From an optimization exercise on the open Yosys and OpenROAD flow, aimed at small area, a short achievable clock period and few clock cycles; shortcuts taken in it are not production practice. Only simulation tests tie the RTL to the original design; equivalence was not proved.

Setup of the baseline:
Design TriSolve4x4, start of the top module:
module TriSolve4x4(
    input              clk,
    input              rst,
    input              start,
    input      [511:0] L_in,
    input      [511:0] U_in,
    input      [127:0] b_in,
    output reg         done,
    output     [127:0] x_out
);
Size: ~6000 cells after synthesis, roughly 280 flip-flops, about 1300 I/O pins.
==> flow/config.mk <==
export PLATFORM = sky130hd
export DESIGN_NAME = TriSolve4x4
export DESIGN_NICKNAME = TriSolve4x4
export VERILOG_FILES = /design/flow/design.v
export SDC_FILE = /design/flow/constraint.sdc
export NUM_CORES = 8
export LEC_CHECK = 0
export ABC_AREA = 1
export CAP_MARGIN = 20
export CORE_AREA = 3 3 447 447
export CTS_BUF_LIST = sky130_fd_sc_hd__clkbuf_8 sky130_fd_sc_hd__clkbuf_4
export DIE_AREA = 0 0 450 450
export PLACE_DENSITY = 0.85
export SLEW_MARGIN = 20
==> flow/constraint.sdc <==
create_clock -name core_clock -period 150.0 [get_ports {clk}]
set_input_delay 30.0000 -clock core_clock [delete_from_list [all_inputs] [get_ports {clk}]]
set_output_delay 30.0000 -clock core_clock [all_outputs]
set_load 0.01 [all_outputs]
standard.sh (not shown) runs the stock make flow with config.mk's settings and CLKGATE_MAP_FILE= SYNTH_SCRIPT=/design/flow/synth_recipe.tcl, a recipe that flattens the netlist after the stock synthesis.
==> flow/flow/run.sh <==
#!/bin/bash
# The standard layout (standard.sh: the standard flow's synthesis and ORFS flow) with two
# changes to how it is made:
#  - the port buffers are plain buf_1 cells instead of the default choice
#    (every input and output port still gets its own buffer);
#  - before pin placement, flow/pins.tcl groups the input pins that feed the
#    same register bit, so that each bit's input multiplexer stays local.
set -euo pipefail
bash standard.sh "BUFFER_PORTS_ARGS=-buffer_cell sky130_fd_sc_hd__buf_1" \
  "PRE_IO_PLACEMENT_TCL=$PWD/flow/pins.tcl" finish > standard_flow.log 2>&1
==> flow/flow/pins.tcl <==
for {set b 0} {$b < 32} {incr b} {
  set pins {}
  foreach w {4 8 12 9 13 14 0 5 10 15} { lappend pins "L_in\[[expr {$w*32+$b}]\]" }
  foreach w {11 7 6 3 2 1} { lappend pins "U_in\[[expr {$w*32+$b}]\]" }
  foreach w {15 10 5 0} { lappend pins "U_in\[[expr {$w*32+$b}]\]" }
  foreach k {0 1 2 3} { lappend pins "b_in\[[expr {$k*32+$b}]\]" }
  set_io_pin_constraint -group -order -pin_names $pins
}
The baseline reached the final stage; the timing, design-rule and antenna checks on its layout passed.
Testbench counts of the baseline, summed over its fixed seeds: cycles 5,520.
[inputs] the candidate vs the baseline
==> flow/flow/run.sh <==
#!/bin/bash
# The standard layout (standard.sh: the standard flow's synthesis and ORFS flow), except
# that the port buffers are plain buf_1 cells instead of the default choice.
# Every input and output port still gets its own buffer.
set -euo pipefail
bash standard.sh "BUFFER_PORTS_ARGS=-buffer_cell sky130_fd_sc_hd__buf_1" finish > standard_flow.log 2>&1
--- a/flow/config.mk
+++ b/flow/config.mk
@@ -11,4 +11,4 @@
 export CTS_BUF_LIST = sky130_fd_sc_hd__clkbuf_8 sky130_fd_sc_hd__clkbuf_4
 export DIE_AREA = 0 0 450 450
-export PLACE_DENSITY = 0.85
+export PLACE_DENSITY = 0.95
 export SLEW_MARGIN = 20
removed: flow/flow/pins.tcl
--- outcome ---
Compared with the baseline, in the candidate total number of nets in the final design barely changed; pre-CTS setup slack dropped 1.23 ns; placed cell area barely changed.
Detail-routed net length per standard cell went up by a few percent going from the baseline to the candidate.
Total of clock buffers placed in the layout, the baseline and the candidate: lower on the candidate

* * *

== willow ==
TriSolve4x4 again, from the RTL that the note above started with.
clock: 150.0 ns
lec_check: 0
abc_area: 1
cap_margin: 20
core_area: 3 3 447 447
cts_buf_list: sky130_fd_sc_hd__clkbuf_8 sky130_fd_sc_hd__clkbuf_4
die_area: 0 0 450 450
gpl_timing_driven: 0
place_density: 0.85
slew_margin: 20
==> flow/flow/run.sh <==
#!/bin/bash
# The standard layout (standard.sh: the standard flow's synthesis and ORFS flow), except
# that the port buffers are plain buf_1 cells instead of the default choice.
# Every input and output port still gets its own buffer.
set -euo pipefail
bash standard.sh "BUFFER_PORTS_ARGS=-buffer_cell sky130_fd_sc_hd__buf_1" finish > standard_flow.log 2>&1
willow finished every stage and its layout cleared the timing, design-rule and antenna checks.
Testbench counts of willow, summed over its fixed seeds: cycles 5,520.
Input changes introduced in indigo (baseline for comparison: willow):
Settings: removing PLACE_DENSITY (formerly 0.85); removing GPL_TIMING_DRIVEN (formerly 0).
[summary]
- Die area: indigo vs willow identical
- Changes observed in indigo relative to willow: global-route usage over all layers fell 1.1 points, final critical-path setup slack fell 110 ps, maximum number of pins on one net before global-route repair rose 39.
- The final reports for indigo and willow show final worst clock skew higher in the former.
- Compared with willow, indigo instantiates a smaller number of cells.

[afterwards: timing with drivers on the ports]
No port has a modelled driver above. Below, the same layouts with a new extraction and two added sets of constraints.
Step 1: set_driving_cell puts a clkbuf_16 on clk and a buf_2 on each other input, an assumption about the parent block.
Step 2 also shifts input and output timing later by t, the mid clock arrival at the registers, as if the neighbouring blocks saw the same clock.
Slacks: no drivers / after step 1 / after step 2; pairs: no drivers / after step 1.
| run | t, ns | setup WS [ns] | worst hold slack (ns) | latest minus earliest clock arrival (ns) |
|---|---|---|---|---|
| the baseline | 0.732 | 117.790 / 117.736 / 117.749 | 0.467 / 0.467 / 0.467 | 0.058 / 0.057 |
| the candidate | 0.829 | 117.476 / 117.547 / 116.718 | 0.488 / 0.488 / 0.488 | 0.108 / 0.108 |
| willow | 0.830 | 117.543 / 117.556 / 116.726 | 0.434 / 0.434 / 0.434 | 0.089 / 0.090 |
| indigo | 0.766 | 117.435 / 117.474 / 116.708 | 0.490 / 0.490 / 0.490 | 0.122 / 0.122 |
After both steps setup and hold are still met in every run listed. The setup slack of willow, which loses most, moves by +0.013 ns with the drivers and by -0.817 ns with both steps.
